Source: an optimization exercise on an open RTL-to-GDS flow (aim: small area). Production flows keep margins and buffers that such runs may drop.
RTL that was checked went through simulation tests only; none was proved equivalent to the original.
No functional check of the RTL was part of run 4.
No activity file was given, so power comes from the tool's default toggle rates.

$ cat flow/design.v
`timescale 1ns / 1ps
module Delay
#(
    parameter Width = 1,
    parameter Delay = 1
)
(
    input [Width-1:0]Input,
    input CLK_in,
    output [Width-1:0]Output
);
wire [Width-1:0]chain[Delay:0];
assign chain[0] = Input;
assign Output = chain[Delay];
genvar i;
generate
    for(i=0;i<Delay;i=i+1)
    begin
        register #(.Width(Width)) reg_i
        (
            .CLK_in(CLK_in),
            .d(chain[i]),
            .q(chain[i+1])
        );
    end
endgenerate
endmodule
module register
#(
    parameter Width=1
)
(
input CLK_in,
input [Width-1:0]d,
output [Width-1:0]q
);
reg [Width-1:0] val;
always @(posedge CLK_in)
begin
    val<=d;
end
assign q=val;
endmodule
`timescale 1ns / 1ps
module mult_R
(
    input CLK,
    input [7:0] A,
    output [15:0] P
);
reg [7:0] a_q;
reg [15:0] p_q1;
reg [15:0] p_q2;
always @(posedge CLK)
begin
    a_q <= A;
    p_q1 <= a_q * 16'd77;
    p_q2 <= p_q1;
end
assign P = p_q2;
endmodule
`timescale 1ns / 1ps
module mult_G
(
    input CLK,
    input [7:0] A,
    output [15:0] P
);
reg [7:0] a_q;
reg [15:0] p_q1;
reg [15:0] p_q2;
always @(posedge CLK)
begin
    a_q <= A;
    p_q1 <= a_q * 16'd150;
    p_q2 <= p_q1;
end
assign P = p_q2;
endmodule
`timescale 1ns / 1ps
module mult_B
(
    input CLK,
    input [7:0] A,
    output [15:0] P
);
reg [7:0] a_q;
reg [15:0] p_q1;
reg [15:0] p_q2;
always @(posedge CLK)
begin
    a_q <= A;
    p_q1 <= a_q * 16'd29;
    p_q2 <= p_q1;
end
assign P = p_q2;
endmodule
`timescale 1ns / 1ps
module adder_rgb2gray
(
    input [15:0] A,
    input [15:0] B,
    input CLK,
    output [15:0] S
);
reg [15:0] s_q1;
reg [15:0] s_q2;
always @(posedge CLK)
begin
    s_q1 <= A + B;
    s_q2 <= s_q1;
end
assign S = s_q2;
endmodule
`timescale 1ns / 1ps
module Delay_B
(
    input [15:0] Input,
    input CLK_in,
    output [15:0] Output
);
Delay #(.Width(16), .Delay(2)) inst
(
    .Input(Input),
    .CLK_in(CLK_in),
    .Output(Output)
);
endmodule
`timescale 1ns / 1ps
module Delay_RGB2GraySync
(
    input [2:0] Input,
    input CLK_in,
    output [2:0] Output
);
Delay #(.Width(3), .Delay(7)) inst
(
    .Input(Input),
    .CLK_in(CLK_in),
    .Output(Output)
);
endmodule
`timescale 1ns / 1ps
module rgb2gray_uhd_4ppc
(
    input [95:0] VIDEO_IN_tdata,
    input VIDEO_IN_tlast,
    output VIDEO_IN_tready,
    input VIDEO_IN_tuser,
    input VIDEO_IN_tvalid,
    input s_axis_video_aclk,
    output [31:0] VIDEO_OUT_tdata,
    output VIDEO_OUT_tlast,
    input VIDEO_OUT_tready,
    output VIDEO_OUT_tuser,
    output VIDEO_OUT_tvalid
);
wire [31:0] hx, hy;
wire [3:0] c8;
wire [31:0] gray;
reg [31:0] x1, y1;
reg [3:0] c1;
reg [2:0] s1;
reg [34:0] r2, r3, r4, r5, r6, r7;
genvar k;
generate
    for (k = 0; k < 4; k = k + 1)
    begin : px
        wire [7:0] a = VIDEO_IN_tdata[24*k+16+:8];
        wire [7:0] b = VIDEO_IN_tdata[24*k+8+:8];
        wire [7:0] c = VIDEO_IN_tdata[24*k+:8];
        wire hs1;
        wire hc2;
        wire fs3;
        wire fc4;
        wire fs5;
        wire fc6;
        wire hs7;
        wire hc8;
        wire fs9;
        wire fc10;
        wire fs11;
        wire fc12;
        wire hs13;
        wire hc14;
        wire fs15;
        wire fc16;
        wire fs17;
        wire fc18;
        wire fs19;
        wire fc20;
        wire fs21;
        wire fc22;
        wire fs23;
        wire fc24;
        wire fs25;
        wire fc26;
        wire fs27;
        wire fc28;
        wire fs29;
        wire fc30;
        wire hs31;
        wire hc32;
        wire fs33;
        wire fc34;
        wire fs35;
        wire fc36;
        wire fs37;
        wire fc38;
        wire fs39;
        wire fc40;
        wire fs41;
        wire fc42;
        wire fs43;
        wire fc44;
        wire fs45;
        wire fc46;
        wire fs47;
        wire fc48;
        wire fs49;
        wire fc50;
        wire fs51;
        wire fc52;
        wire fs53;
        wire fc54;
        wire fs55;
        wire fc56;
        wire fs57;
        wire fc58;
        wire fs59;
        wire fc60;
        wire fs61;
        wire fc62;
        wire fs63;
        wire fc64;
        wire hs65;
        wire hc66;
        wire fs67;
        wire fc68;
        wire fs69;
        wire fc70;
        wire fs71;
        wire fc72;
        wire fs73;
        wire fc74;
        wire fs75;
        wire fc76;
        wire fs77;
        wire fc78;
        wire fs79;
        wire fc80;
        wire fs81;
        wire fc82;
        wire fs83;
        wire fc84;
        wire fs85;
        wire fc86;
        wire fs87;
        wire fc88;
        wire fs89;
        wire fc90;
        wire fs91;
        wire fc92;
        wire fs93;
        wire fc94;
        wire fs95;
        wire fc96;
        wire fs97;
        wire fc98;
        wire hs99;
        wire hc100;
        wire fs101;
        wire fc102;
        wire fs103;
        wire fc104;
        wire fs105;
        wire fc106;
        wire fs107;
        wire fc108;
        wire fs109;
        wire fc110;
        wire fs111;
        wire fc112;
        wire fs113;
        wire fc114;
        wire fs115;
        wire fc116;
        wire fs117;
        wire fc118;
        wire fs119;
        wire fc120;
        wire hs121;
        wire hc122;
        wire fs123;
        wire fc124;
        wire fs125;
        wire fc126;
        wire fs127;
        wire fc128;
        wire fs129;
        wire fc130;
        wire fs131;
        wire fc132;
        wire fs133;
        wire fc134;
        wire fs135;
        wire fc136;
        wire fs137;
        wire fc138;
        wire fs139;
        wire fc140;
        wire fs141;
        wire fc142;
        wire fs143;
        wire fc144;
        wire fs145;
        wire fc146;
            rg_ha u2 (.a(a[4]), .b(a[2]), .s(hs1), .co(hc2));
            rg_fa u4 (.a(a[5]), .b(a[3]), .c(a[2]), .s(fs3), .co(fc4));
            rg_fa u6 (.a(a[6]), .b(a[4]), .c(a[3]), .s(fs5), .co(fc6));
            rg_ha u8 (.a(a[0]), .b(b[6]), .s(hs7), .co(hc8));
            rg_fa u10 (.a(a[7]), .b(a[5]), .c(a[4]), .s(fs9), .co(fc10));
            rg_fa u12 (.a(a[1]), .b(b[7]), .c(b[5]), .s(fs11), .co(fc12));
            rg_ha u14 (.a(b[4]), .b(b[3]), .s(hs13), .co(hc14));
            rg_fa u16 (.a(a[6]), .b(a[5]), .c(a[2]), .s(fs15), .co(fc16));
            rg_fa u18 (.a(b[6]), .b(b[5]), .c(b[4]), .s(fs17), .co(fc18));
            rg_fa u20 (.a(a[7]), .b(a[6]), .c(a[3]), .s(fs19), .co(fc20));
            rg_fa u22 (.a(a[3]), .b(a[1]), .c(a[0]), .s(fs21), .co(fc22));
            rg_fa u24 (.a(a[1]), .b(b[4]), .c(b[2]), .s(fs23), .co(fc24));
            rg_fa u26 (.a(b[1]), .b(b[0]), .c(c[3]), .s(fs25), .co(fc26));
            rg_fa u28 (.a(b[5]), .b(b[3]), .c(b[2]), .s(fs27), .co(fc28));
            rg_fa u30 (.a(b[1]), .b(c[4]), .c(c[3]), .s(fs29), .co(fc30));
            rg_ha u32 (.a(c[1]), .b(hc2), .s(hs31), .co(hc32));
            rg_fa u34 (.a(b[4]), .b(b[3]), .c(b[2]), .s(fs33), .co(fc34));
            rg_fa u36 (.a(c[5]), .b(c[4]), .c(c[2]), .s(fs35), .co(fc36));
            rg_fa u38 (.a(hs7), .b(fc4), .c(fs5), .s(fs37), .co(fc38));
            rg_fa u40 (.a(c[6]), .b(c[5]), .c(c[3]), .s(fs39), .co(fc40));
            rg_fa u42 (.a(c[0]), .b(hc8), .c(hs13), .s(fs41), .co(fc42));
            rg_fa u44 (.a(fc6), .b(fs9), .c(fs11), .s(fs43), .co(fc44));
            rg_fa u46 (.a(c[7]), .b(c[6]), .c(c[4]), .s(fs45), .co(fc46));
            rg_fa u48 (.a(c[1]), .b(hc14), .c(fc10), .s(fs47), .co(fc48));
            rg_fa u50 (.a(fc12), .b(fs15), .c(fs17), .s(fs49), .co(fc50));
            rg_fa u52 (.a(b[7]), .b(b[6]), .c(b[5]), .s(fs51), .co(fc52));
            rg_fa u54 (.a(c[7]), .b(c[5]), .c(c[2]), .s(fs53), .co(fc54));
            rg_fa u56 (.a(fc16), .b(fc18), .c(fs19), .s(fs55), .co(fc56));
            rg_fa u58 (.a(a[7]), .b(a[4]), .c(b[7]), .s(fs57), .co(fc58));
            rg_fa u60 (.a(b[6]), .b(c[6]), .c(c[3]), .s(fs59), .co(fc60));
            rg_fa u62 (.a(a[2]), .b(a[0]), .c(b[2]), .s(fs61), .co(fc62));
            rg_fa u64 (.a(b[3]), .b(b[1]), .c(b[0]), .s(fs63), .co(fc64));
            rg_ha u66 (.a(c[2]), .b(c[1]), .s(hs65), .co(hc66));
            rg_fa u68 (.a(c[2]), .b(c[0]), .c(hs1), .s(fs67), .co(fc68));
            rg_fa u70 (.a(fc22), .b(fs23), .c(fs25), .s(fs69), .co(fc70));
            rg_fa u72 (.a(fc24), .b(fc26), .c(fs27), .s(fs71), .co(fc72));
            rg_fa u74 (.a(fs29), .b(hs31), .c(fs3), .s(fs73), .co(fc74));
            rg_fa u76 (.a(hc32), .b(fc28), .c(fc30), .s(fs75), .co(fc76));
            rg_fa u78 (.a(fs33), .b(fs35), .c(fs37), .s(fs77), .co(fc78));
            rg_fa u80 (.a(fc34), .b(fc36), .c(fs39), .s(fs79), .co(fc80));
            rg_fa u82 (.a(fs41), .b(fc38), .c(fs43), .s(fs81), .co(fc82));
            rg_fa u84 (.a(fc40), .b(fs45), .c(fc42), .s(fs83), .co(fc84));
            rg_fa u86 (.a(fc44), .b(fs47), .c(fs49), .s(fs85), .co(fc86));
            rg_fa u88 (.a(fc46), .b(fs51), .c(fs53), .s(fs87), .co(fc88));
            rg_fa u90 (.a(fc48), .b(fc50), .c(fs55), .s(fs89), .co(fc90));
            rg_fa u92 (.a(fc52), .b(fc54), .c(fc20), .s(fs91), .co(fc92));
            rg_fa u94 (.a(fs57), .b(fs59), .c(fc56), .s(fs93), .co(fc94));
            rg_fa u96 (.a(a[5]), .b(b[7]), .c(c[7]), .s(fs95), .co(fc96));
            rg_fa u98 (.a(c[4]), .b(fc58), .c(fc60), .s(fs97), .co(fc98));
            rg_ha u100 (.a(b[0]), .b(c[1]), .s(hs99), .co(hc100));
            rg_fa u102 (.a(hs65), .b(fc62), .c(fs63), .s(fs101), .co(fc102));
            rg_fa u104 (.a(hc66), .b(fc64), .c(fs67), .s(fs103), .co(fc104));
            rg_fa u106 (.a(fc68), .b(fc70), .c(fs71), .s(fs105), .co(fc106));
            rg_fa u108 (.a(fc72), .b(fc74), .c(fs75), .s(fs107), .co(fc108));
            rg_fa u110 (.a(fc76), .b(fs79), .c(fc78), .s(fs109), .co(fc110));
            rg_fa u112 (.a(fc80), .b(fs83), .c(fc82), .s(fs111), .co(fc112));
            rg_fa u114 (.a(fs87), .b(fc84), .c(fc86), .s(fs113), .co(fc114));
            rg_fa u116 (.a(fc88), .b(fs91), .c(fc90), .s(fs115), .co(fc116));
            rg_fa u118 (.a(fs95), .b(fc92), .c(fs97), .s(fs117), .co(fc118));
            rg_fa u120 (.a(a[6]), .b(c[5]), .c(fc96), .s(fs119), .co(fc120));
            rg_ha u122 (.a(a[1]), .b(b[1]), .s(hs121), .co(hc122));
            rg_fa u124 (.a(c[0]), .b(hs99), .c(fs61), .s(fs123), .co(fc124));
            rg_fa u126 (.a(hc100), .b(fs21), .c(fs101), .s(fs125), .co(fc126));
            rg_fa u128 (.a(fc102), .b(fs69), .c(fs103), .s(fs127), .co(fc128));
            rg_fa u130 (.a(fs73), .b(fc104), .c(fs105), .s(fs129), .co(fc130));
            rg_fa u132 (.a(fc106), .b(fs107), .c(fs77), .s(fs131), .co(fc132));
            rg_fa u134 (.a(fc108), .b(fs81), .c(fs109), .s(fs133), .co(fc134));
            rg_fa u136 (.a(fs85), .b(fc110), .c(fs111), .s(fs135), .co(fc136));
            rg_fa u138 (.a(fs89), .b(fc112), .c(fs113), .s(fs137), .co(fc138));
            rg_fa u140 (.a(fs93), .b(fc114), .c(fs115), .s(fs139), .co(fc140));
            rg_fa u142 (.a(fc94), .b(fs117), .c(fc116), .s(fs141), .co(fc142));
            rg_fa u144 (.a(fc98), .b(fs119), .c(fc118), .s(fs143), .co(fc144));
            rg_fa u146 (.a(a[7]), .b(c[6]), .c(fc120), .s(fs145), .co(fc146));
        wire [8:0] lc;
        assign lc[0] = 1'b0;
        assign lc[1] = (a[0] & b[0]) | (lc[0] & (a[0] | b[0]));
        assign lc[2] = (c[0] & hs121) | (lc[1] & (c[0] | hs121));
        assign lc[3] = (hc122 & fs123) | (lc[2] & (hc122 | fs123));
        assign lc[4] = (fc124 & fs125) | (lc[3] & (fc124 | fs125));
        assign lc[5] = (fc126 & fs127) | (lc[4] & (fc126 | fs127));
        assign lc[6] = (fc128 & fs129) | (lc[5] & (fc128 | fs129));
        assign lc[7] = (fc130 & fs131) | (lc[6] & (fc130 | fs131));
        assign lc[8] = (fc132 & fs133) | (lc[7] & (fc132 | fs133));
        assign c8[k] = lc[8];
        assign hx[8*k+:8] = {1'b0, c[7], fs145, fs143, fc140, fc138, fc136, fc134};
        assign hy[8*k+:8] = {1'b0, fc146, fc144, fc142, fs141, fs139, fs137, fs135};
        wire [8:0] rc;
        assign rc[0] = c1[k];
        rg_fa f2_0 (.a(x1[8*k+0]), .b(y1[8*k+0]), .c(rc[0]), .s(gray[8*k+0]), .co(rc[1]));
        rg_fa f2_1 (.a(x1[8*k+1]), .b(y1[8*k+1]), .c(rc[1]), .s(gray[8*k+1]), .co(rc[2]));
        rg_fa f2_2 (.a(x1[8*k+2]), .b(y1[8*k+2]), .c(rc[2]), .s(gray[8*k+2]), .co(rc[3]));
        rg_fa f2_3 (.a(x1[8*k+3]), .b(y1[8*k+3]), .c(rc[3]), .s(gray[8*k+3]), .co(rc[4]));
        rg_fa f2_4 (.a(x1[8*k+4]), .b(y1[8*k+4]), .c(rc[4]), .s(gray[8*k+4]), .co(rc[5]));
        rg_fa f2_5 (.a(x1[8*k+5]), .b(y1[8*k+5]), .c(rc[5]), .s(gray[8*k+5]), .co(rc[6]));
        rg_fa f2_6 (.a(x1[8*k+6]), .b(y1[8*k+6]), .c(rc[6]), .s(gray[8*k+6]), .co(rc[7]));
        assign gray[8*k+7] = rc[7];
    end
endgenerate
always @(posedge s_axis_video_aclk)
begin
    x1 <= hx;
    y1 <= hy;
    c1 <= c8;
    s1 <= {VIDEO_IN_tlast, VIDEO_IN_tuser, VIDEO_IN_tvalid};
    r2 <= {s1, gray};
    r3 <= r2;
    r4 <= r3;
    r5 <= r4;
    r6 <= r5;
    r7 <= r6;
end
assign VIDEO_OUT_tdata = r7[31:0];
assign {VIDEO_OUT_tlast, VIDEO_OUT_tuser, VIDEO_OUT_tvalid} = r7[34:32];
assign VIDEO_IN_tready = VIDEO_OUT_tready;
endmodule
module rg_fa (input a, input b, input c, output s, output co);
assign s = a ^ b ^ c;
assign co = (a & b) | (a & c) | (b & c);
endmodule
module rg_ha (input a, input b, output s, output co);
assign s = a ^ b;
assign co = a & b;
endmodule
$ cat flow/flow/run.sh
#!/bin/bash
# Standard layout, with plain buf_1 cells as the port buffers.
set -euo pipefail
export BUFFER_PORTS_ARGS="-buffer_cell sky130_fd_sc_hd__buf_1"
bash standard.sh > standard.log 2>&1
$ cat flow/standard.sh
#!/bin/bash
# synth_recipe.tcl (not shown) runs the flow's synth.tcl, then flattens the netlist and writes it again
# the make line also repeats each setting of config.mk as NAME=value (left out here)
make -C /OpenROAD-flow-scripts/flow DESIGN_CONFIG=/design/flow/config.mk WORK_HOME=/design/flow/orfs CLKGATE_MAP_FILE= SYNTH_SCRIPT=/design/flow/synth_recipe.tcl "${@:-finish}"
$ cat flow/config.mk
export PLATFORM = sky130hd
export DESIGN_NAME = rgb2gray_uhd_4ppc
export DESIGN_NICKNAME = rgb2gray_uhd_4ppc
export VERILOG_FILES = /design/flow/design.v
export SDC_FILE = /design/flow/constraint.sdc
export NUM_CORES = 4
export LEC_CHECK = 0
export CAP_MARGIN = 20
export CORE_MARGIN = 2
export CORE_UTILIZATION = 40
export CTS_BUF_LIST = sky130_fd_sc_hd__clkbuf_16
export CTS_CLUSTER_DIAMETER = 100
export CTS_CLUSTER_SIZE = 35
export GPL_TIMING_DRIVEN = 0
export SLEW_MARGIN = 20
export SYNTH_HIERARCHICAL = 1
$ cat flow/constraint.sdc
create_clock -name core_clock -period 4.0 [get_ports {s_axis_video_aclk}]
set_input_delay 0.8000 -clock core_clock [delete_from_list [all_inputs] [get_ports {s_axis_video_aclk}]]
set_output_delay 0.8000 -clock core_clock [all_outputs]
set_load 0.01 [all_outputs]
==> qor.txt, run 1 <==
dpl hpwl -> 15.6 mm
Post-synth top cells -> fa_1, dfxtp_1, ha_1
CTS max path bufs -> 3
critical path type -> in -> reg
Fill cells -> 2653
Rows -> 63
crit-path cells -> buf_1, fa_1, fa_1, fa_1, fa_1, fa_1, and2_1, a2111oi_0, nor4_1
Syn Area/Cell -> 18.1 µm²
Max Cap Viol -> 0
worst skew pair latency -> 0.48 ns
status -> timing/DRC/antenna clean
DRT Wirelength -> 17.9 mm
Worst-Margin Slew -> 0.440 ns
Root Driver -> clkbuf_16
Final setup violation count -> 0
register area share after synthesis -> 45.2%
Tmin final -> 3.69 ns
most common cell in the netlist -> fa_1
RSZ-0062 raised after global routing -> false
clk sinks -> 273
post-synth cell types -> 26
routed vias -> 5474
Syn. warnings -> 7
Vias/cell -> 4.54
Initial Util -> 40.7%
input/output buffers -> 135
GRT Total Usage -> 12.2%
nets -> 1237
Fin Clk Skew -> 0.0226 ns
Mapped Cells -> 668
Final Max Tran Viols -> 0
TNS Setup -> 0 ns
total power -> 8760 µW
Cell Area, Synth -> 12100 µm²
startpoint types -> input pin
first drt pass iteration count -> 4
Die Span Y -> 178 µm
cts bufs inserted -> 11
Worst EP required -> 4.35 ns
H-tree depth -> 1
Ports -> 137
Fmax -> 271 MHz
cts hold-fix bufs -> 0
PD cells -> 653 nW/µm²
Ant. Diodes -> 0
top-area cell type share of the netlist area -> 48.3%
clock slew at reported path FFs -> 0.12 ns
most frequent CP cell -> fa_1
Peak supply drop -> 0.000438 V
Final Hold Vio Count -> 0
die area -> 31700 µm²
CP Capture Type -> flip-flop
worst setup slack after layout -> 0.311 ns
Slowest-stage cell, CP -> fa_1
fin crit share -> 92.2%
placed standard-cell area -> 13100 µm²
clock network fraction of total power -> 15.0%
antenna-violating nets left -> 0
synthesis-stage register bit count -> 273
slowest stage delay, CP -> 0.51 ns
EDFF count, synth -> 0
Synth area leaders -> fa_1, dfxtp_1, ha_1
drt drc -> 0
largest net degree at the start of global routing -> 36
Flop pwr share -> 50.5%
initial antenna violation count -> 1
routability-driven placement congestion ratio -> 0.768
Setup Fix Bufs, Post-CTS -> 0
Top FF cell, synth -> dfxtp_1
HP Class -> reg -> reg
layout cells sized above 1 -> 1.84%
ys async rst share -> 0%
CP arrival -> 4.04 ns
Slew HR -> 70.7%
Net Sw Frac -> 30.8%
switching power -> 2700 µW
initial DRC count -> 195
core area -> 29700 µm²
combinational power share -> 34.5%
final core utilization -> 45.1%
area leader, netlist -> fa_1
syn nets -> 1089
P_leak -> 0.00513 µW
CTS tree -> done
P&R area growth vs syn -> 10.8%
post-cts sizing count -> 0
vias in the first global route -> 6050
Crit Path Max Fanout -> 4
Remaining Overflow, GRT -> 0
first-pass GRT wire length -> 30.3 mm
Finished Cell Area -> 13400 µm²
per-cell routed wire length -> 14.9 µm
Cell Int Power -> 6060 µW
DP Worst Slack -> -0.191 ns
Die X -> 178 µm
[cell type report]
cell class              count  area [µm²]  share of cell area, %
plain buffers               1        7.51                 0.0560
clock buffers              11         275                   2.05
clock inverters             2        35.0                  0.261
inverters                   3        11.3                 0.0840
multi-input cells         391        6620                   49.4
flip-flops and latches    273        5470                   40.8
well taps                 390         488                   3.64
repair buffers            135         507                   3.78
[state kept, by name, summed over array words and instances (netlist names), 4 cells and up]
register  cells
r2           35
r6           35
c1            4
r3           35
r4           35
r7           35
r5           35
x1           28
y1           28
[power by group through the flow]
stage	Clock (µW)	Combinational (µW)	Sequential, µW
floorplan	0	2100	4500
finish	1310	3020	4430
CTS	1390	3150	4460
global route	1500	3610	4580
global placement	0	3090	4500
detailed placement	0	3130	4530
[cells by family after synthesis]
kind of cell	synth area share (%)
fa+ha+maj	51.2
simple gates	0.827
flops	45.2
buf+inv	0.155
compound gates	2.68
[path summary, 6_finish.rpt]
path / startpoint / endpoint / slack [ns] / cells past startpoint
setup / recovery: VIDEO_IN_tdata[19] / c1[0]$_DFF_P_ / 0.31 / 9
hold / removal: r4[0]$_DFF_P_ / r5[0]$_DFF_P_ / 0.32 / 0
setup reg to reg: x1[0]$_DFF_P_ / r2[6]$_DFF_P_ / 0.74 / 7
hold reg to reg: r4[0]$_DFF_P_ / r5[0]$_DFF_P_ / 0.32 / 0
[modules after synthesis, one instance, submodules excluded]
module             cells  flops+latches  cell area, µm²  copies in the design
rg_fa                  1              0            20.0                   292
rg_ha                  1              0            12.5                    28
rgb2gray_uhd_4ppc    348            273            5910                     1
[critical path, delay by kind of cell]
| family | cells | cell delay (ns) |
|---|---|---|
| adder cells (fa/ha/maj) | 5 | 2.30 |
| AO/OA/AOI/OAI | 1 | 0.35 |
| buffers and inverters | 1 | 0.30 |
| AND/OR/NAND/NOR | 2 | 0.27 |
[through the flow]
stage               hold WS [ns]  std cells
finish                     0.318       1206
global route               0.335       1206
CTS                        0.329       1206
detailed placement         0.312       1193
global placement           0.310       1193
floorplan                  0.310        668
[layout by cell type (no fill, tap or decap), drive strengths merged, types with 2 or more instances in the layout]
cell type and count:
a2111oi 2, a21oi 8, a22oi 3, a31oi 5, buf 136, clkbuf 11
dfxtp 273, fa 292, ha 28, inv 3, nand2 7, nand3 2
nor2 8, nor3 3, o211ai 6, o21ai 9, o221ai 3, o22ai 3
o31ai 6
[routing by layer]
metal  GRT usage [%]  routed length [µm]  vias to the layer above
li1                -                   -                     2431
met4            1.84                 267                        2
met1            16.8                7680                     2913
met3            2.61                 947                       24
met5               0                   8                        -
met2            20.5                9030                      104
==> inputs of run 2 (changes only) <==
--- a/flow/config.mk
+++ b/flow/config.mk
@@ -11,4 +11,4 @@
 export CTS_BUF_LIST = sky130_fd_sc_hd__clkbuf_16
-export CTS_CLUSTER_DIAMETER = 100
-export CTS_CLUSTER_SIZE = 35
+export CTS_CLUSTER_DIAMETER = 90
+export CTS_CLUSTER_SIZE = 30
 export GPL_TIMING_DRIVEN = 0
==> qor.txt, run 2 <==
worst hold slack -> 0.316 ns (was 0.318 ns)
area leader, netlist -> fa_1 (unchanged)
Die X -> 178 µm (unchanged)
most common cell in the netlist -> fa_1 (unchanged)
first drt pass iteration count -> 4 (unchanged)
commonest non-fill, non-tap cell in the layout -> fa_1 (unchanged)
Post-synth top cells -> fa_1, dfxtp_1, ha_1 (unchanged)
core area -> 29700 µm² (unchanged)
cts bufs inserted -> 14 (was 11)
Syn. warnings -> 7 (unchanged)
drt drc -> 0 (unchanged)
CP arrival -> 4.03 ns (was 4.04 ns)
Remaining Overflow, GRT -> 0 (unchanged)
Final Hold Vio Count -> 0 (unchanged)
Final setup violation count -> 0 (unchanged)
ys async rst share -> 0% (unchanged)
top-area cell type share of the netlist area -> 48.3% (unchanged)
post-synth cell types -> 26 (unchanged)
most frequent cells in the layout -> fa_1, dfxtp_1, buf_1 (unchanged)
Fill cells -> 2625 (was 2653)
cts hold-fix bufs -> 0 (unchanged)
worst skew pair latency -> 0.47 ns (was 0.48 ns)
routed vias -> 5468 (was 5474)
Fin Clk Skew -> 0.0200 ns (was 0.0226 ns)
CTS max path bufs -> 3 (unchanged)
RSZ-0062 raised after global routing -> false (unchanged)
first-pass GRT wire length -> 30.4 mm (was 30.3 mm)
Die Span Y -> 178 µm (unchanged)
clk sinks -> 273 (unchanged)
initial DRC count -> 203 (was 195)
DRT Wirelength -> 18.0 mm (was 17.9 mm)
reg2reg setup slack -> 0.72 ns (was 0.74 ns)
Ant. Diodes -> 0 (unchanged)
Fmax -> 273 MHz (was 271 MHz)
startpoint types -> input pin (unchanged)
Hold Path Origin -> r3[17]$_DFF_P_ (was r4[0]$_DFF_P_)
Setup Fix Bufs, Post-CTS -> 0 (unchanged)
EDFF count, synth -> 0 (unchanged)
Final Max Tran Viols -> 0 (unchanged)
Worst EP required -> 4.37 ns (was 4.35 ns)
nets -> 1240 (was 1237)
P_leak -> 0.00519 µW (was 0.00513 µW)
Mapped Cells -> 668 (unchanged)
Root Driver -> clkbuf_16 (unchanged)
vias in the first global route -> 6076 (was 6050)
synthesis-stage register bit count -> 273 (unchanged)
H-tree depth -> 1 (unchanged)
PD cells -> 665 nW/µm² (was 653 nW/µm²)
placed standard-cell area -> 13100 µm² (unchanged)
per-cell routed wire length -> 14.9 µm (about the same)
Worst-Margin Slew -> 0.440 ns (unchanged)
Crit Path Max Fanout -> 4 (unchanged)
Finished Cell Area -> 13500 µm² (was 13400 µm²)
Ports -> 137 (unchanged)
status -> timing/DRC/antenna clean (unchanged)
Vias/cell -> 4.51 (was 4.54)
GRT Total Usage -> 12.3% (was 12.2%)
Syn Area/Cell -> 18.1 µm² (unchanged)
initial antenna violation count -> 1 (unchanged)
die area -> 31700 µm² (unchanged)
R2R cell count -> 7 (unchanged)
Critical R2R Capture -> r2[6]$_DFF_P_ (unchanged)
Tmin final -> 3.66 ns (was 3.69 ns)
syn nets -> 1089 (unchanged)
Initial Util -> 40.7% (unchanged)
post-cts sizing count -> 0 (unchanged)
antenna-violating nets left -> 0 (unchanged)
Slew HR -> 70.7% (unchanged)
Cell Area, Synth -> 12100 µm² (unchanged)
worst r2r src -> x1[0]$_DFF_P_ (unchanged)
Worst Hold End -> r4[17]$_DFF_P_ (was r5[0]$_DFF_P_)
Peak supply drop -> 0.000437 V (was 0.000438 V)
fin crit share -> 91.6% (was 92.2%)
Synth area leaders -> fa_1, dfxtp_1, ha_1 (unchanged)
register area share after synthesis -> 45.2% (unchanged)
CP Capture Type -> flip-flop (unchanged)
P&R area growth vs syn -> 11.9% (was 10.8%)
dpl hpwl -> 15.6 mm (unchanged)
CTS tree -> done (unchanged)
Max Cap Viol -> 0 (unchanged)
layout cells sized above 1 -> 2.55% (was 1.84%)
routability-driven placement congestion ratio -> 0.768 (unchanged)
clock slew at reported path FFs -> 0.10 ns (was 0.12 ns)
Top FF cell, synth -> dfxtp_1 (unchanged)
critical path type -> in -> reg (unchanged)
HP Class -> reg -> reg (unchanged)
largest net degree at the start of global routing -> 31 (was 36)
input/output buffers -> 135 (unchanged)
hold path depth -> 0 (unchanged)
Rows -> 63 (unchanged)
## run 2: worst max path at each step
stage                                  start            end  slack [ns]  depth (start not counted)
after floorplan           VIDEO_IN_tdata[22]  c1[0]$_DFF_P_        0.25                          8
final                     VIDEO_IN_tdata[19]  c1[0]$_DFF_P_        0.34                          9
after global placement    VIDEO_IN_tdata[19]  c1[0]$_DFF_P_       -0.14                          9
after global routing      VIDEO_IN_tdata[22]  c1[0]$_DFF_P_        0.24                          9
after CTS                 VIDEO_IN_tdata[19]  c1[0]$_DFF_P_        0.35                          9
after detailed placement  VIDEO_IN_tdata[19]  c1[0]$_DFF_P_       -0.19                          9
## run 2: logic make-up after synthesis
| kind of cell | after synthesis | share of synthesized area [%] |
|---|---|---|
| AND/OR/NAND/NOR | 23 | 0.827 |
| adder cells (fa/ha/maj) | 320 | 51.2 |
| buffers and inverters | 4 | 0.155 |
| AO/OA/AOI/OAI | 48 | 2.68 |
| flip-flops | 273 | 45.2 |
## run 2: critical path: stages
cell and delay, ns:
buf_1 0.30, fa_1 0.50, fa_1 0.48, fa_1 0.39
fa_1 0.51, fa_1 0.42, and2_1 0.18, a2111oi_0 0.35
nor4_1 0.09
## run 2: per-stage QoR
stage	TNS, ns	power (µW)	util, %	cells	setup slack (ns)
after floorplan	0	6610	-	668	0.251
after global placement	-0.140	7590	44.1	1193	-0.140
after detailed placement	-0.191	7660	44.1	1193	-0.191
after CTS	0	9260	45.6	1212	0.353
after global routing	0	9950	45.6	1212	0.242
final	0	9010	45.6	1212	0.338
## run 2: routing by layer
layer	global-route usage, %	up-vias	wire length, µm
met4	1.98	2	289
met1	16.7	2902	7690
met3	2.68	24	962
li1	-	2438	-
met2	20.7	102	9060
met5	0	-	8
## run 2: report_power, final
| part | switching, µW | internal (µW) |
|---|---|---|
| clock network | 846 | 710 |
| logic | 1600 | 1420 |
| registers | 355 | 4070 |
## run 2: per-module statistics from Yosys (local to each module, per instance)
module,copies in the design,flip-flops and latches
rgb2gray_uhd_4ppc,1,273
rg_ha,28,0
rg_fa,292,0
## run 2: final cells by class
type | count | area [µm²] | share of cell area (%)
Buffer | 1 | 7.51 | 0.0554
Clock buffer | 15 | 375 | 2.77
Clock inverter | 4 | 72.6 | 0.536
Inverter | 3 | 11.3 | 0.0831
Multi-Input combinational cell | 391 | 6620 | 48.9
Sequential cell | 273 | 5470 | 40.3
Tap cell | 390 | 488 | 3.60
Timing Repair Buffer | 135 | 507 | 3.74
==> inputs of run 3 (changes only) <==
==> flow/flow/run.sh (replaced) <==
#!/bin/bash
# Standard layout, with plain buf_1 cells as the port buffers and a clock tree
# without dummy loads.
set -euo pipefail
export BUFFER_PORTS_ARGS="-buffer_cell sky130_fd_sc_hd__buf_1"
export CTS_ARGS="-sink_clustering_enable -repair_clock_nets -sink_clustering_size 25 -sink_clustering_max_diameter 80 -buf_list sky130_fd_sc_hd__clkbuf_16 -dont_use_dummy_load"
bash standard.sh > standard.log 2>&1
--- a/flow/config.mk
+++ b/flow/config.mk
@@ -11,4 +11,4 @@
 export CTS_BUF_LIST = sky130_fd_sc_hd__clkbuf_16
-export CTS_CLUSTER_DIAMETER = 90
-export CTS_CLUSTER_SIZE = 30
+export CTS_CLUSTER_DIAMETER = 80
+export CTS_CLUSTER_SIZE = 25
 export GPL_TIMING_DRIVEN = 0
==> qor.txt, run 3 <==
initial antenna violation count -> 1 (unchanged)
ys async rst share -> 0% (unchanged)
Cell Int Power -> 6170 µW (was 6210 µW)
CP arrival -> 4.03 ns (about the same)
Final Non-Filler Cells -> 1208 (was 1212)
Top Family by Delay on Critical Path -> adder cells (unchanged)
die area -> 31700 µm² (unchanged)
most frequent CP cell -> fa_1 (unchanged)
Fin Clk Skew -> 0.0347 ns (was 0.0200 ns)
core area -> 29700 µm² (unchanged)
synthesis-stage register bit count -> 273 (unchanged)
Syn Area/Cell -> 18.1 µm² (unchanged)
Final Hold Vio Count -> 0 (unchanged)
Setup Fix Bufs, Post-CTS -> 0 (unchanged)
Rows -> 63 (unchanged)
worst skew pair latency -> 0.49 ns (was 0.47 ns)
syn nets -> 1089 (unchanged)
Remaining Overflow, GRT -> 0 (unchanged)
Max Cap Viol -> 0 (unchanged)
first-pass GRT wire length -> 30.5 mm (was 30.4 mm)
dpl hpwl -> 15.6 mm (unchanged)
Post-synth top cells -> fa_1, dfxtp_1, ha_1 (unchanged)
Hold Path Origin -> r4[16]$_DFF_P_ (was r3[17]$_DFF_P_)
Worst EP required -> 4.37 ns (about the same)
most common cell in the netlist -> fa_1 (unchanged)
top-area cell type share of the netlist area -> 48.3% (unchanged)
Peak supply drop -> 0.000368 V (was 0.000437 V)
drt drc -> 0 (unchanged)
layout cells sized above 1 -> 2.08% (was 2.55%)
EDFF count, synth -> 0 (unchanged)
Initial Util -> 40.7% (unchanged)
Ports -> 137 (unchanged)
hold path depth -> 0 (unchanged)
cts hold-fix bufs -> 0 (unchanged)
R2R cell count -> 7 (unchanged)
status -> timing/DRC/antenna clean (unchanged)
post-synth cell types -> 26 (unchanged)
antenna-violating nets left -> 0 (unchanged)
H-tree depth -> 1 (unchanged)
area leader, netlist -> fa_1 (unchanged)
register area share after synthesis -> 45.2% (unchanged)
Synth area leaders -> fa_1, dfxtp_1, ha_1 (unchanged)
Cell Area, Synth -> 12100 µm² (unchanged)
Vias/cell -> 4.53 (was 4.51)
Ant. Diodes -> 0 (unchanged)
Fmax -> 273 MHz (about the same)
Tmin final -> 3.66 ns (about the same)
clk sinks -> 273 (unchanged)
crit-path cells -> buf_1, fa_1, fa_1, fa_1, fa_1, fa_1, and2_1, a2111oi_0, nor4_1 (unchanged)
CTS max path bufs -> 3 (unchanged)
Slowest-stage cell, CP -> fa_1 (unchanged)
Slew HR -> 70.9% (was 70.7%)
total power -> 8910 µW (was 9010 µW)
Net Sw Frac -> 30.7% (was 31.1%)
placed standard-cell area -> 13100 µm² (unchanged)
combinational power share -> 34.0% (was 33.5%)
Final Max Tran Viols -> 0 (unchanged)
P_leak -> 0.00516 µW (was 0.00519 µW)
vias in the first global route -> 6093 (was 6076)
largest net degree at the start of global routing -> 26 (was 31)
most frequent cells in the layout -> fa_1, dfxtp_1, buf_1 (unchanged)
CP Capture Type -> flip-flop (unchanged)
Die Span Y -> 178 µm (unchanged)
Root Driver -> clkbuf_16 (unchanged)
P&R area growth vs syn -> 11.3% (was 11.9%)
GRT Total Usage -> 12.3% (about the same)
Die X -> 178 µm (unchanged)
switching power -> 2730 µW (was 2800 µW)
Crit Path Max Fanout -> 4 (unchanged)
worst path buffer plus inverter count -> 1 (unchanged)
first drt pass iteration count -> 4 (unchanged)
routed vias -> 5469 (was 5468)
nets -> 1241 (was 1240)
input/output buffers -> 135 (unchanged)
PD cells -> 661 nW/µm² (was 665 nW/µm²)
DRT Wirelength -> 18.1 mm (was 18.0 mm)
reg2reg setup slack -> 0.69 ns (was 0.72 ns)
worst r2r src -> x1[0]$_DFF_P_ (unchanged)
Critical R2R Capture -> r2[6]$_DFF_P_ (unchanged)
Top FF cell, synth -> dfxtp_1 (unchanged)
Final setup violation count -> 0 (unchanged)
post-cts sizing count -> 0 (unchanged)
placed insts -> 1193 (unchanged)
CTS tree -> done (unchanged)
initial DRC count -> 202 (was 203)
cts bufs inserted -> 15 (was 14)
Syn. warnings -> 7 (unchanged)
clock slew at reported path FFs -> 0.09 ns (was 0.10 ns)
Flop pwr share -> 49.8% (was 49.2%)
clock network fraction of total power -> 16.2% (was 17.3%)
Mapped Cells -> 668 (unchanged)
commonest non-fill, non-tap cell in the layout -> fa_1 (unchanged)
critical path type -> in -> reg (unchanged)
Worst Hold End -> r5[16]$_DFF_P_ (was r4[17]$_DFF_P_)
per-cell routed wire length -> 15.0 µm (was 14.9 µm)
Worst-Margin Slew -> 0.436 ns (was 0.440 ns)
routability-driven placement congestion ratio -> 0.768 (unchanged)
Finished Cell Area -> 13500 µm² (about the same)
slowest stage delay, CP -> 0.51 ns (about the same)
RSZ-0062 raised after global routing -> false (unchanged)
fin crit share -> 91.6% (about the same)
startpoint types -> input pin (unchanged)
HP Class -> reg -> reg (unchanged)
run 3: cell counts after synthesis:
No cell type changed its count.
run 3: worst reg2reg max path: stages, from the launching register on:
cell and delay, ns:
dfxtp_1 0.32, fa_1 0.43, fa_1 0.39, fa_1 0.38
fa_1 0.39, fa_1 0.40, fa_1 0.39, fa_1 0.45
run 3: layout make-up:
type                    count  area, µm²
fillers                  2647      16200
multi-input cells         391       6620
flip-flops and latches    273       5470
repair buffers            135        507
well taps                 390        488
clock buffers              15        375
inverters                   3       11.3
plain buffers               1       7.51
run 3: per-stage QoR:
step	hold WS [ns]	utilization, %	setup TNS [ns]	setup slack [ns]
floorplan	0.310	-	0	0.251
global placement	0.310	44.1	-0.140	-0.140
detailed placement	0.312	44.1	-0.191	-0.191
CTS	0.291	45.3	0	0.343
global route	0.302	45.3	0	0.238
finish	0.306	45.3	0	0.337
run 3: cells by family after synthesis:
logic type	synth area share (%)
adder cells (fa/ha/maj)	51.2
buffers and inverters	0.155
AO/OA/AOI/OAI	2.68
flip-flops	45.2
AND/OR/NAND/NOR	0.827
run 3: how the worst max path moves through the flow:
stage                                  start             to  slack (ns)  cells past startpoint
after global placement    VIDEO_IN_tdata[19]  c1[0]$_DFF_P_       -0.14                      9
after CTS                 VIDEO_IN_tdata[19]  c1[0]$_DFF_P_        0.34                      9
after global routing      VIDEO_IN_tdata[22]  c1[0]$_DFF_P_        0.24                      9
final                     VIDEO_IN_tdata[19]  c1[0]$_DFF_P_        0.34                      9
after detailed placement  VIDEO_IN_tdata[19]  c1[0]$_DFF_P_       -0.19                      9
after floorplan           VIDEO_IN_tdata[22]  c1[0]$_DFF_P_        0.25                      8
run 3: power groups by stage:
stage / Combinational (µW) / Clock [µW] / Sequential (µW)
floorplan: 2100 / 0 / 4500
global route: 3620 / 1640 / 4590
finish: 3030 / 1450 / 4430
CTS: 3160 / 1530 / 4470
detailed placement: 3130 / 0 / 4530
global placement: 3090 / 0 / 4500
run 3: Yosys stat by module (local to each module, per instance):
module / times used / flops+latches
rgb2gray_uhd_4ppc: 1 / 273
rg_fa: 292 / 0
rg_ha: 28 / 0
run 3: layer usage:
| metal | up-vias | track usage [%] | wire length [µm] |
|---|---|---|---|
| met3 | 27 | 2.78 | 967 |
| met1 | 2905 | 16.8 | 7820 |
| met4 | 2 | 1.98 | 300 |
| li1 | 2435 | - | - |
| met2 | 100 | 20.7 | 9040 |
| met5 | - | 0 | 8 |
==> inputs of run 4 (changes only) <==
--- a/flow/design.v
+++ b/flow/design.v
@@ -393,9 +393,9 @@
         assign lc[1] = (a[0] & b[0]) | (lc[0] & (a[0] | b[0]));
-        assign lc[2] = (c[0] & hs121) | (lc[1] & (c[0] | hs121));
-        assign lc[3] = (hc122 & fs123) | (lc[2] & (hc122 | fs123));
-        assign lc[4] = (fc124 & fs125) | (lc[3] & (fc124 | fs125));
-        assign lc[5] = (fc126 & fs127) | (lc[4] & (fc126 | fs127));
-        assign lc[6] = (fc128 & fs129) | (lc[5] & (fc128 | fs129));
-        assign lc[7] = (fc130 & fs131) | (lc[6] & (fc130 | fs131));
-        assign lc[8] = (fc132 & fs133) | (lc[7] & (fc132 | fs133));
+        rg_maj m1 (.a(c[0]), .b(hs121), .c(lc[1]), .y(lc[2]));
+        rg_maj m2 (.a(hc122), .b(fs123), .c(lc[2]), .y(lc[3]));
+        rg_maj m3 (.a(fc124), .b(fs125), .c(lc[3]), .y(lc[4]));
+        rg_maj m4 (.a(fc126), .b(fs127), .c(lc[4]), .y(lc[5]));
+        rg_maj m5 (.a(fc128), .b(fs129), .c(lc[5]), .y(lc[6]));
+        rg_maj m6 (.a(fc130), .b(fs131), .c(lc[6]), .y(lc[7]));
+        rg_maj m7 (.a(fc132), .b(fs133), .c(lc[7]), .y(lc[8]));
         assign c8[k] = lc[8];
@@ -436,2 +436,5 @@
 endmodule
+module rg_maj (input a, input b, input c, output y);
+assign y = (a & b) | (a & c) | (b & c);
+endmodule
 module rg_ha (input a, input b, output s, output co);
==> qor.txt, run 4 <==
status -> timing/DRC/antenna clean (unchanged)
worst skew pair latency -> 0.47 ns (was 0.49 ns)
CP arrival -> 4.10 ns (was 4.03 ns)
Fill cells -> 2691 (was 2647)
initial DRC count -> 138 (was 202)
P&R area growth vs syn -> 11.4% (was 11.3%)
first drt pass iteration count -> 4 (unchanged)
vias in the first global route -> 5919 (was 6093)
die area -> 31400 µm² (was 31700 µm²)
routed vias -> 5085 (was 5469)
Syn Area/Cell -> 19.2 µm² (was 18.1 µm²)
sequential cell area -> 5470 µm² (unchanged)
CTS max path bufs -> 3 (unchanged)
H-tree depth -> 1 (unchanged)
fin crit share -> 94.1% (was 91.6%)
first-pass GRT wire length -> 29.5 mm (was 30.5 mm)
antenna-violating nets left -> 0 (unchanged)
Synth area leaders -> fa_1, dfxtp_1, ha_1 (unchanged)
routability-driven placement congestion ratio -> 0.791 (was 0.768)
Fmax -> 266 MHz (was 273 MHz)
Crit Path Max Fanout -> 4 (unchanged)
Multi-input gate area -> 6540 µm² (was 6620 µm²)
Final Hold Vio Count -> 0 (unchanged)
TNS Setup -> 0 ns (unchanged)
total power -> 8560 µW (was 8910 µW)
clock slew at reported path FFs -> 0.09 ns (about the same)
Ports -> 137 (unchanged)
crit-path cells -> buf_1, ha_1, fa_1, fa_1, fa_1, maj3_2, maj3_2, maj3_2, maj3_2 (was buf_1, fa_1, fa_1, fa_1, fa_1, fa_1, and2_1, a2111oi_0, nor4_1)
worst path buffer plus inverter count -> 1 (unchanged)
Final Max Tran Viols -> 0 (unchanged)
layout cells sized above 1 -> 5.67% (was 2.08%)
Worst-Margin Slew -> 0.449 ns (was 0.436 ns)
nets -> 1199 (was 1241)
Vias/cell -> 4.36 (was 4.53)
clk sinks -> 273 (unchanged)
most frequent CP cell -> maj3_2 (was fa_1)
critical path type -> in -> reg (unchanged)
Setup Fix Bufs, Post-CTS -> 0 (unchanged)
P_leak -> 0.00514 µW (was 0.00516 µW)
per-cell routed wire length -> 14.5 µm (was 15.0 µm)
area leader, netlist -> fa_1 (unchanged)
Root Driver -> clkbuf_16 (unchanged)
GRT Total Usage -> 12.0% (was 12.3%)
commonest non-fill, non-tap cell in the layout -> fa_1 (unchanged)
cts hold-fix bufs -> 0 (unchanged)
Remaining Overflow, GRT -> 0 (unchanged)
Fin Clk Skew -> 0.0304 ns (was 0.0347 ns)
Slowest-stage cell, CP -> fa_1 (unchanged)
most frequent cells in the layout -> fa_1, dfxtp_1, buf_1 (unchanged)
Syn. warnings -> 7 (unchanged)
Worst EP required -> 4.33 ns (was 4.37 ns)
post-synth cell types -> 6 (was 26)
Max Cap Viol -> 0 (unchanged)
DRT Wirelength -> 16.9 mm (was 18.1 mm)
input/output buffers -> 135 (unchanged)
largest net degree at the start of global routing -> 26 (unchanged)
dpl hpwl -> 14.7 mm (was 15.6 mm)
syn nets -> 1047 (was 1089)
Final setup violation count -> 0 (unchanged)
top-area cell type share of the netlist area -> 48.7% (was 48.3%)
cts bufs inserted -> 15 (unchanged)
Initial Util -> 40.5% (was 40.7%)
Top FF cell, synth -> dfxtp_1 (unchanged)
Top Family by Delay on Critical Path -> adder cells (unchanged)
EDFF count, synth -> 0 (unchanged)
RSZ-0062 raised after global routing -> false (unchanged)
Tmin final -> 3.76 ns (was 3.66 ns)
slowest stage delay, CP -> 0.51 ns (about the same)
HP Class -> reg -> reg (unchanged)
Die Span Y -> 177 µm (was 178 µm)
Cell Area, Synth -> 12000 µm² (was 12100 µm²)
Slew HR -> 70.0% (was 70.9%)
synthesis-stage register bit count -> 273 (unchanged)
PD cells -> 640 nW/µm² (was 661 nW/µm²)
Post-synth top cells -> fa_1, dfxtp_1, ha_1, maj3_2, and2_1 (was fa_1, dfxtp_1, ha_1)
Mapped Cells -> 626 (was 668)
register area share after synthesis -> 45.5% (was 45.2%)
drt drc -> 0 (unchanged)
core area -> 29600 µm² (was 29700 µm²)
startpoint types -> input pin (unchanged)
Peak supply drop -> 0.000406 V (was 0.000368 V)
post-cts sizing count -> 0 (unchanged)
Die X -> 177 µm (was 178 µm)
CTS tree -> done (unchanged)
most common cell in the netlist -> fa_1 (unchanged)
CP Capture Type -> flip-flop (unchanged)
ys async rst share -> 0% (unchanged)
Ant. Diodes -> 0 (unchanged)
Rows -> 63 (unchanged)
initial antenna violation count -> 0 (was 1)
run 4: cell types whose count changed in the layout (fill, tap and decap cells not counted), sizes merged, moves of 5 or more:
cell    delta
o31ai      -6
maj3      +28
o211ai     -6
nand2      -7
a31oi      -5
o21ai      -9
nor2       -8
a21oi      -8
run 4: power breakdown:
part	total [µW]	internal (µW)	switching, µW
Sequential	4420	4080	347
Clock	1430	671	754
Combinational	2710	1350	1360
run 4: per-stage QoR:
step	area (µm²)	util, %	setup slack [ns]	hold slack, ns	instances
2_1_floorplan	12000	-	0.169	0.310	626
3_3_place_gp	13000	43.9	-0.244	0.311	1151
3_5_place_dp	13000	43.9	-0.245	0.312	1151
4_1_cts	13400	45.1	0.258	0.292	1166
5_1_grt	13400	45.1	0.155	0.298	1166
6_report	13400	45.1	0.237	0.295	1166
run 4: metal layers:
layer / wire [µm] / GRT usage (%) / vias to the layer above
li1: - / - / 2243
met1: 7140 / 16.3 / 2746
met2: 8720 / 20.3 / 81
met3: 822 / 2.60 / 15
met4: 226 / 1.67 / 0
met5: 0 / 0 / -
run 4: layout make-up:
cell class                 instances  share of cell area [%]
buffer                             1                  0.0561
clock buffer                      15                    2.81
multi-input combinational        352                    48.9
sequential                       273                    40.8
tap                              390                    3.65
timing repair buffer             135                    3.79
run 4: cell families (layout without fill, tap and decap cells):
| group | count (synthesis) | count (layout) | share of synthesized area, % |
|---|---|---|---|
| fa+ha+maj | 348 | 348 | 54.2 |
| buf+inv | 1 | 151 | 0.0625 |
| simple gates | 4 | 4 | 0.208 |
| flops | 273 | 273 | 45.5 |
run 4: modules after synthesis, one instance, submodules excluded:
| module | flops+latches | cells inside | area [µm²] | copies in the design |
|---|---|---|---|---|
| rgb2gray_uhd_4ppc | 273 | 278 | 5500 | 1 |
| rg_fa | 0 | 1 | 20.0 | 292 |
| rg_ha | 0 | 1 | 12.5 | 28 |
| rg_maj | 0 | 1 | 11.3 | 28 |
run 4: final timing paths:
kind         slack, ns               start  cells past startpoint            end
min               0.29       r2[5]$_DFF_P_                      0  r3[5]$_DFF_P_
max               0.24  VIDEO_IN_tdata[18]                      9  c1[0]$_DFF_P_
max reg2reg       0.73       x1[0]$_DFF_P_                      7  r2[6]$_DFF_P_
min reg2reg       0.29       r2[5]$_DFF_P_                      0  r3[5]$_DFF_P_
run 4: worst reg2reg max path, stage by stage (launching register included):
cell and delay, ns:
dfxtp_1 0.32, fa_1 0.44, fa_1 0.40, fa_1 0.39
fa_1 0.39, fa_1 0.39, fa_1 0.39, fa_1 0.43
==> inputs of run 5 (changes only) <==
--- a/flow/design.v
+++ b/flow/design.v
@@ -398,4 +398,4 @@
         rg_maj m5 (.a(fc128), .b(fs129), .c(lc[5]), .y(lc[6]));
-        rg_maj m6 (.a(fc130), .b(fs131), .c(lc[6]), .y(lc[7]));
-        rg_maj m7 (.a(fc132), .b(fs133), .c(lc[7]), .y(lc[8]));
+        assign lc[7] = (fc130 & fs131) | (lc[6] & (fc130 | fs131));
+        assign lc[8] = (fc132 & fs133) | (lc[7] & (fc132 | fs133));
         assign c8[k] = lc[8];
==> qor.txt, run 5 <==
commonest non-fill, non-tap cell in the layout -> fa_1 (unchanged)
area leader, netlist -> fa_1 (unchanged)
Synth area leaders -> fa_1, dfxtp_1, ha_1 (unchanged)
first-pass GRT wire length -> 29.8 mm (was 29.5 mm)
worst skew pair latency -> 0.48 ns (was 0.47 ns)
Worst EP required -> 4.36 ns (was 4.33 ns)
cts bufs inserted -> 16 (was 15)
R2R cell count -> 7 (unchanged)
CP Capture Type -> flip-flop (unchanged)
Worst-Margin Slew -> 0.433 ns (was 0.449 ns)
P&R area growth vs syn -> 11.6% (was 11.4%)
mux cell area share after synthesis -> 0% (unchanged)
EDFF count, synth -> 0 (unchanged)
most frequent CP cell -> fa_1 (was maj3_2)
per-cell routed wire length -> 14.6 µm (was 14.5 µm)
layout cells sized above 1 -> 4.71% (was 5.67%)
most frequent cells in the layout -> fa_1, dfxtp_1, buf_1 (unchanged)
Slew HR -> 71.1% (was 70.0%)
register area share after synthesis -> 45.5% (about the same)
DRT Wirelength -> 17.1 mm (was 16.9 mm)
Crit Path Max Fanout -> 4 (unchanged)
simple-gate share of the synthesized area -> 0.334% (was 0.208%)
TNS Setup -> 0 ns (unchanged)
main combinational cell family by area after synthesis -> adder cells (unchanged)
post-synthesis adder-cell area fraction -> 53.5% (was 54.2%)
Top FF cell, synth -> dfxtp_1 (unchanged)
top-area cell type share of the netlist area -> 48.7% (about the same)
Critical R2R Capture -> r2[6]$_DFF_P_ (unchanged)
routability-driven placement congestion ratio -> 0.793 (was 0.791)
core area -> 29600 µm² (about the same)
Remaining Overflow, GRT -> 0 (unchanged)
CTS max path bufs -> 3 (unchanged)
worst hold slack -> 0.292 ns (was 0.295 ns)
Die X -> 177 µm (about the same)
Root Driver -> clkbuf_16 (unchanged)
Max Cap Viol -> 0 (unchanged)
crit-path cells -> buf_1, fa_1, fa_1, fa_1, fa_1, fa_1, o22ai_1, o21ai_1 (was buf_1, ha_1, fa_1, fa_1, fa_1, maj3_2, maj3_2, maj3_2, maj3_2)
post-cts sizing count -> 0 (unchanged)
Slowest-stage cell, CP -> fa_1 (unchanged)
Final Max Tran Viols -> 0 (unchanged)
Critical Path Start -> VIDEO_IN_tdata[19] (was VIDEO_IN_tdata[18])
Setup crit end -> c1[0]$_DFF_P_ (unchanged)
Fmax -> 299 MHz (was 266 MHz)
P_leak -> 0.00515 µW (was 0.00514 µW)
worst r2r src -> x1[0]$_DFF_P_ (unchanged)
Setup Fix Bufs, Post-CTS -> 0 (unchanged)
initial DRC count -> 167 (was 138)
vias in the first global route -> 6048 (was 5919)
input/output buffers -> 135 (unchanged)
area fraction in compound gates after synthesis -> 0.542% (was 0%)
PD cells -> 646 nW/µm² (was 640 nW/µm²)
cts hold-fix bufs -> 0 (unchanged)
critical path type -> in -> reg (unchanged)
Initial Util -> 40.6% (was 40.5%)
Final Hold Vio Count -> 0 (unchanged)
Rows -> 63 (unchanged)
ys async rst share -> 0% (unchanged)
Peak supply drop -> 0.000433 V (was 0.000406 V)
nets -> 1208 (was 1199)
Fill cells -> 2645 (was 2691)
Fin Clk Skew -> 0.0396 ns (was 0.0304 ns)
Ant. Diodes -> 0 (unchanged)
Final setup violation count -> 0 (unchanged)
syn nets -> 1055 (was 1047)
slowest stage delay, CP -> 0.51 ns (about the same)
Ports -> 137 (unchanged)
largest net degree at the start of global routing -> 26 (unchanged)
GRT Total Usage -> 12.1% (was 12.0%)
clk sinks -> 273 (unchanged)
Die Span Y -> 177 µm (about the same)
initial antenna violation count -> 3 (was 0)
placed insts -> 1159 (was 1151)
Tmin final -> 3.34 ns (was 3.76 ns)
clock slew at reported path FFs -> 0.09 ns (about the same)
HP Class -> reg -> reg (unchanged)
CP arrival -> 3.71 ns (was 4.10 ns)
Cell Area, Synth -> 12000 µm² (about the same)
fin crit share -> 83.6% (was 94.1%)
Post-synth top cells -> fa_1, dfxtp_1, ha_1 (was fa_1, dfxtp_1, ha_1, maj3_2, and2_1)
H-tree depth -> 1 (unchanged)
routed vias -> 5120 (was 5085)
drt drc -> 0 (unchanged)
post-synth cell types -> 10 (was 6)
startpoint types -> input pin (unchanged)
Final Non-Filler Cells -> 1175 (was 1166)
Syn Area/Cell -> 18.9 µm² (was 19.2 µm²)
first drt pass iteration count -> 4 (unchanged)
Vias/cell -> 4.36 (about the same)
sequential cell area -> 5470 µm² (unchanged)
antenna-violating nets left -> 0 (unchanged)
synthesis-stage register bit count -> 273 (unchanged)
most common cell in the netlist -> fa_1 (unchanged)
RSZ-0062 raised after global routing -> false (unchanged)
reg2reg setup slack -> 0.73 ns (about the same)
final core utilization -> 45.3% (was 45.1%)
status -> timing/DRC/antenna clean (unchanged)
Syn. warnings -> 7 (unchanged)
die area -> 31400 µm² (about the same)
CTS tree -> done (unchanged)
dpl hpwl -> 14.6 mm (was 14.7 mm)
Mapped Cells -> 634 (was 626)
Multi-input gate area -> 6530 µm² (was 6540 µm²)
Post-Synth XOR/XNOR Area -> 0% (unchanged)
## run 5: area by class of cell
cell class / count / share of cell area [%]
sequential: 273 / 40.8
buffer: 1 / 0.0560
multi-input combinational: 360 / 48.7
clock buffer: 16 / 2.99
tap: 390 / 3.64
timing repair buffer: 135 / 3.78
## run 5: worst min-delay path by stage
stage | startpoint | endpoint | depth (start not counted)
2_1_floorplan | s1[0]$_DFF_P_ | r2[32]$_DFF_P_ | 0
3_3_place_gp | r4[15]$_DFF_P_ | r5[15]$_DFF_P_ | 0
3_5_place_dp | r2[6]$_DFF_P_ | r3[6]$_DFF_P_ | 0
4_1_cts | r3[21]$_DFF_P_ | r4[21]$_DFF_P_ | 0
5_1_grt | r3[21]$_DFF_P_ | r4[21]$_DFF_P_ | 0
6_report | r3[21]$_DFF_P_ | r4[21]$_DFF_P_ | 0
## run 5: power breakdown
part           switching [µW]  total, µW  internal [µW]
sequential                338       4410           4080
clock                     775       1490            714
combinational            1410       2750           1340
## run 5: per-module statistics from Yosys, one instance, submodules excluded
module,cells inside,times used
rg_ha,1,28
rg_maj,1,20
rg_fa,1,292
rgb2gray_uhd_4ppc,294,1
## run 5: critical path: cells and delay by family
family          cells  cell delay, ns
buf+inv             1            0.32
fa+ha+maj           5            2.33
compound gates      2            0.26
## run 5: logic make-up (layout without fill, tap and decap cells)
kind of cell | Yosys count | after routing
adder cells (fa/ha/maj) | 340 | 340
flip-flops | 273 | 273
AO/OA/AOI/OAI | 12 | 12
AND/OR/NAND/NOR | 8 | 8
buffers and inverters | 1 | 152
## run 5: through the flow
| step | power [µW] | worst slack (ns) | area (µm²) |
|---|---|---|---|
| after floorplan | 6430 | 0.601 | 12000 |
| after global placement | 7300 | 0.186 | 13000 |
| after detailed placement | 7370 | 0.163 | 13000 |
| after CTS | 8890 | 0.664 | 13400 |
| after global routing | 9590 | 0.513 | 13400 |
| final | 8650 | 0.657 | 13400 |
## run 5: per-layer routing
layer	part of all wire [%]	global-route usage, %	up-vias
li1	-	-	2278
met1	43	16.1	2716
met4	1.7	2.58	6
met2	49	20.5	95
met5	0.24	0	-
met3	5.3	2.73	25
==> inputs of run 6 (changes only) <==
==> flow/flow/run.sh (replaced) <==
#!/bin/bash
# Standard layout, with plain buf_1 cells as the port buffers and a clock tree
# without dummy loads and with a small root buffer.
set -euo pipefail
export BUFFER_PORTS_ARGS="-buffer_cell sky130_fd_sc_hd__buf_1"
export CTS_ARGS="-sink_clustering_enable -repair_clock_nets -sink_clustering_size 25 -sink_clustering_max_diameter 80 -buf_list {sky130_fd_sc_hd__clkbuf_8 sky130_fd_sc_hd__clkbuf_16} -sink_clustering_buffer sky130_fd_sc_hd__clkbuf_16 -root_buf sky130_fd_sc_hd__clkbuf_4 -dont_use_dummy_load"
bash standard.sh > standard.log 2>&1
==> qor.txt, run 6 <==
post-synth cell types -> 10 (unchanged)
Initial Util -> 40.6% (unchanged)
drt drc -> 0 (unchanged)
post-cts sizing count -> 0 (unchanged)
per-cell routed wire length -> 14.5 µm (was 14.6 µm)
TNS Setup -> 0 ns (unchanged)
critical path type -> reg -> reg (was in -> reg)
Worst EP required -> 4.49 ns (was 4.36 ns)
hold path depth -> 1 (was 0)
clk sinks -> 273 (unchanged)
Syn. warnings -> 7 (unchanged)
Net Sw Frac -> 29.5% (was 29.2%)
die area -> 31400 µm² (unchanged)
crit-path cells -> fa_1, fa_1, fa_1, fa_1, fa_1, fa_1, fa_1 (was buf_1, fa_1, fa_1, fa_1, fa_1, fa_1, o22ai_1, o21ai_1)
Vias/cell -> 4.36 (about the same)
Max Cap Viol -> 0 (unchanged)
PD cells -> 639 nW/µm² (was 646 nW/µm²)
dpl hpwl -> 14.6 mm (unchanged)
most frequent CP cell -> fa_1 (unchanged)
Tmin final -> 3.27 ns (was 3.34 ns)
Rows -> 63 (unchanged)
Ports -> 137 (unchanged)
slowest stage delay, CP -> 0.44 ns (was 0.51 ns)
worst setup slack after layout -> 0.732 ns (was 0.657 ns)
Setup Fix Bufs, Post-CTS -> 0 (unchanged)
Top FF cell, synth -> dfxtp_1 (unchanged)
Flop pwr share -> 51.7% (was 51.0%)
Mapped Cells -> 634 (unchanged)
P_leak -> 0.00513 µW (was 0.00515 µW)
Worst-Margin Slew -> 0.433 ns (about the same)
syn nets -> 1055 (unchanged)
Die Span Y -> 177 µm (unchanged)
Fin Clk Skew -> 0.0402 ns (was 0.0396 ns)
nets -> 1208 (unchanged)
first drt pass iteration count -> 4 (unchanged)
clock network fraction of total power -> 16.1% (was 17.2%)
startpoint types -> flip-flop (was input pin)
Fmax -> 306 MHz (was 299 MHz)
initial DRC count -> 178 (was 167)
most frequent cells in the layout -> fa_1, dfxtp_1, buf_1 (unchanged)
RSZ-0062 raised after global routing -> false (unchanged)
Synth area leaders -> fa_1, dfxtp_1, ha_1 (unchanged)
largest net degree at the start of global routing -> 26 (unchanged)
input/output buffers -> 135 (unchanged)
Hold Path Origin -> VIDEO_IN_tvalid (was r3[21]$_DFF_P_)
fin crit share -> 81.7% (was 83.6%)
Syn Area/Cell -> 18.9 µm² (unchanged)
Final Max Tran Viols -> 0 (unchanged)
Worst Hold End -> s1[0]$_DFF_P_ (was r4[21]$_DFF_P_)
R2R cell count -> 7 (unchanged)
Die X -> 177 µm (unchanged)
register area share after synthesis -> 45.5% (unchanged)
Crit Path Max Fanout -> 1 (was 4)
EDFF count, synth -> 0 (unchanged)
synthesis-stage register bit count -> 273 (unchanged)
Cell Area, Synth -> 12000 µm² (unchanged)
cts bufs inserted -> 16 (unchanged)
initial antenna violation count -> 4 (was 3)
Final Hold Vio Count -> 0 (unchanged)
clock slew at reported path FFs -> 0.10 ns (was 0.09 ns)
cts hold-fix bufs -> 0 (unchanged)
Peak supply drop -> 0.000431 V (was 0.000433 V)
most common cell in the netlist -> fa_1 (unchanged)
switching power -> 2520 µW (was 2530 µW)
status -> timing/DRC/antenna clean (unchanged)
routed vias -> 5129 (was 5120)
layout cells sized above 1 -> 4.71% (unchanged)
first-pass GRT wire length -> 29.8 mm (about the same)
Finished Cell Area -> 13300 µm² (was 13400 µm²)
Post-synth top cells -> fa_1, dfxtp_1, ha_1 (unchanged)
Final setup violation count -> 0 (unchanged)
Cell Int Power -> 6020 µW (was 6130 µW)
DP Worst Slack -> 0.163 ns (unchanged)
HP Class -> in -> reg (was reg -> reg)
worst r2r src -> x1[0]$_DFF_P_ (unchanged)
CTS max path bufs -> 3 (unchanged)
Critical R2R Capture -> r2[6]$_DFF_P_ (unchanged)
worst skew pair latency -> 0.65 ns (was 0.48 ns)
routability-driven placement congestion ratio -> 0.793 (unchanged)
antenna-violating nets left -> 0 (unchanged)
H-tree depth -> 1 (unchanged)
commonest non-fill, non-tap cell in the layout -> fa_1 (unchanged)
CP arrival -> 3.76 ns (was 3.71 ns)
DRT Wirelength -> 17.1 mm (about the same)
Remaining Overflow, GRT -> 0 (unchanged)
Slowest-stage cell, CP -> fa_1 (unchanged)
CTS tree -> done (unchanged)
total power -> 8530 µW (was 8650 µW)
combinational power share -> 32.2% (was 31.8%)
placed standard-cell area -> 13000 µm² (unchanged)
reg2reg setup slack -> 0.73 ns (about the same)
worst hold slack -> 0.271 ns (was 0.292 ns)
core area -> 29600 µm² (unchanged)
GRT Total Usage -> 12.1% (unchanged)
ys async rst share -> 0% (unchanged)
P&R area growth vs syn -> 11.2% (was 11.6%)
Slew HR -> 71.1% (about the same)
CP Capture Type -> flip-flop (unchanged)
vias in the first global route -> 6048 (unchanged)
area leader, netlist -> fa_1 (unchanged)
Root Driver -> clkbuf_4 (was clkbuf_16)
top-area cell type share of the netlist area -> 48.7% (unchanged)
[run 6: cell counts after synthesis]
Identical to the previous run, type by type.
[run 6: how the worst max path moves through the flow]
| stage | startpoint | to | slack [ns] |
|---|---|---|---|
| finish | x1[0]$_DFF_P_ | r2[6]$_DFF_P_ | 0.73 |
| global route | x1[24]$_DFF_P_ | r2[30]$_DFF_P_ | 0.63 |
| detailed placement | VIDEO_IN_tdata[9] | c1[0]$_DFF_P_ | 0.16 |
| CTS | x1[24]$_DFF_P_ | r2[30]$_DFF_P_ | 0.69 |
| floorplan | VIDEO_IN_tdata[22] | c1[0]$_DFF_P_ | 0.60 |
| global placement | VIDEO_IN_tdata[81] | c1[3]$_DFF_P_ | 0.19 |
[run 6: worst max-delay path, delay by kind of cell (launching register included)]
| kind | cells | cell delay (ns) |
|---|---|---|
| adders and majority gates | 7 | 2.81 |
| DFF | 1 | 0.33 |
[run 6: power by group through the flow]
stage               combinational [µW]  clock [µW]  sequential [µW]
global placement                  2820           0             4480
detailed placement                2860           0             4510
global route                      3350        1560             4560
floorplan                         1930           0             4500
finish                            2750        1370             4410
CTS                               2870        1460             4450
[run 6: per-layer routing]
metal | wire, µm | track usage [%] | vias up | share of wire, %
met4 | 306 | 2.58 | 6 | 1.8
met1 | 7380 | 16.1 | 2721 | 43
met2 | 8450 | 20.5 | 99 | 49
met5 | 41 | 0 | - | 0.24
li1 | - | - | 2278 | -
met3 | 928 | 2.73 | 25 | 5.4
[run 6: area by class of cell]
cell class              instances  area [µm²]
repair buffers                135         507
clock buffers                  16         348
multi-input cells             360        6530
flip-flops and latches        273        5470
well taps                     390         488
diodes                          1        2.50
plain buffers                   1        7.51
fillers                      2650       16200
[run 6: per-module statistics from Yosys (local to each module, per instance)]
module             cells inside  cell area (µm²)  times used
rg_fa                         1             20.0         292
rg_ha                         1             12.5          28
rg_maj                        1             11.3          20
rgb2gray_uhd_4ppc           294             5580           1
[run 6: per-stage QoR]
step	util (%)	cells
final	45.1	1176
after CTS	45.1	1175
after floorplan	-	634
after global placement	44.0	1159
after global routing	45.1	1176
after detailed placement	44.0	1159
[run 6: cell families (layout without fill, tap and decap cells)]
| group | after synthesis | count (layout) | synth area share, % |
|---|---|---|---|
| AOI/OAI and AO/OA | 12 | 12 | 0.542 |
| DFF | 273 | 273 | 45.5 |
| buffers and inverters | 1 | 152 | 0.0626 |
| other | 0 | 1 | 0 |
| adders and majority gates | 340 | 340 | 53.5 |
| and+or+nand+nor | 8 | 8 | 0.334 |

re-timing with driven ports:
The flow's constraints put no driver on any port. The routed layouts listed below were extracted and timed again, unchanged, in two steps. Step 1 sets driving cells, clkbuf_16 on the clock port and buf_2 on the other inputs (assumed; they add their load-dependent delay and slew). Step 2 times the ports against the registers' clock, not the clock port: input delays grow and output delays shrink by t, the midpoint of the rising clock arrivals with the driver on. Three values: ideal, step 1, step 2; two values: the first two.
run | t, ns | setup WS [ns] | worst setup path after step 2 | worst register clock-pin slew, ns
run 1 | 0.507 | 0.311 / 0.328 / -0.179 | input to register | 0.12 / 0.12
run 2 | 0.508 | 0.338 / 0.353 / -0.155 | input to register | 0.11 / 0.11
run 3 | 0.507 | 0.337 / 0.355 / -0.152 | input to register | 0.09 / 0.09
run 4 | 0.492 | 0.237 / 0.256 / -0.237 | input to register | 0.09 / 0.09
run 5 | 0.500 | 0.657 / 0.679 / 0.178 | input to register | 0.09 / 0.09
run 6 | 0.665 | 0.732 / 0.732 / 0.156 | input to register | 0.10 / 0.10
With both steps, setup timing fails in run 1, run 2, run 3 and run 4, where it was met with ideal ports. The setup slack of run 6, which loses most, moves by 0.000 ns with the drivers and by -0.576 ns with both steps.
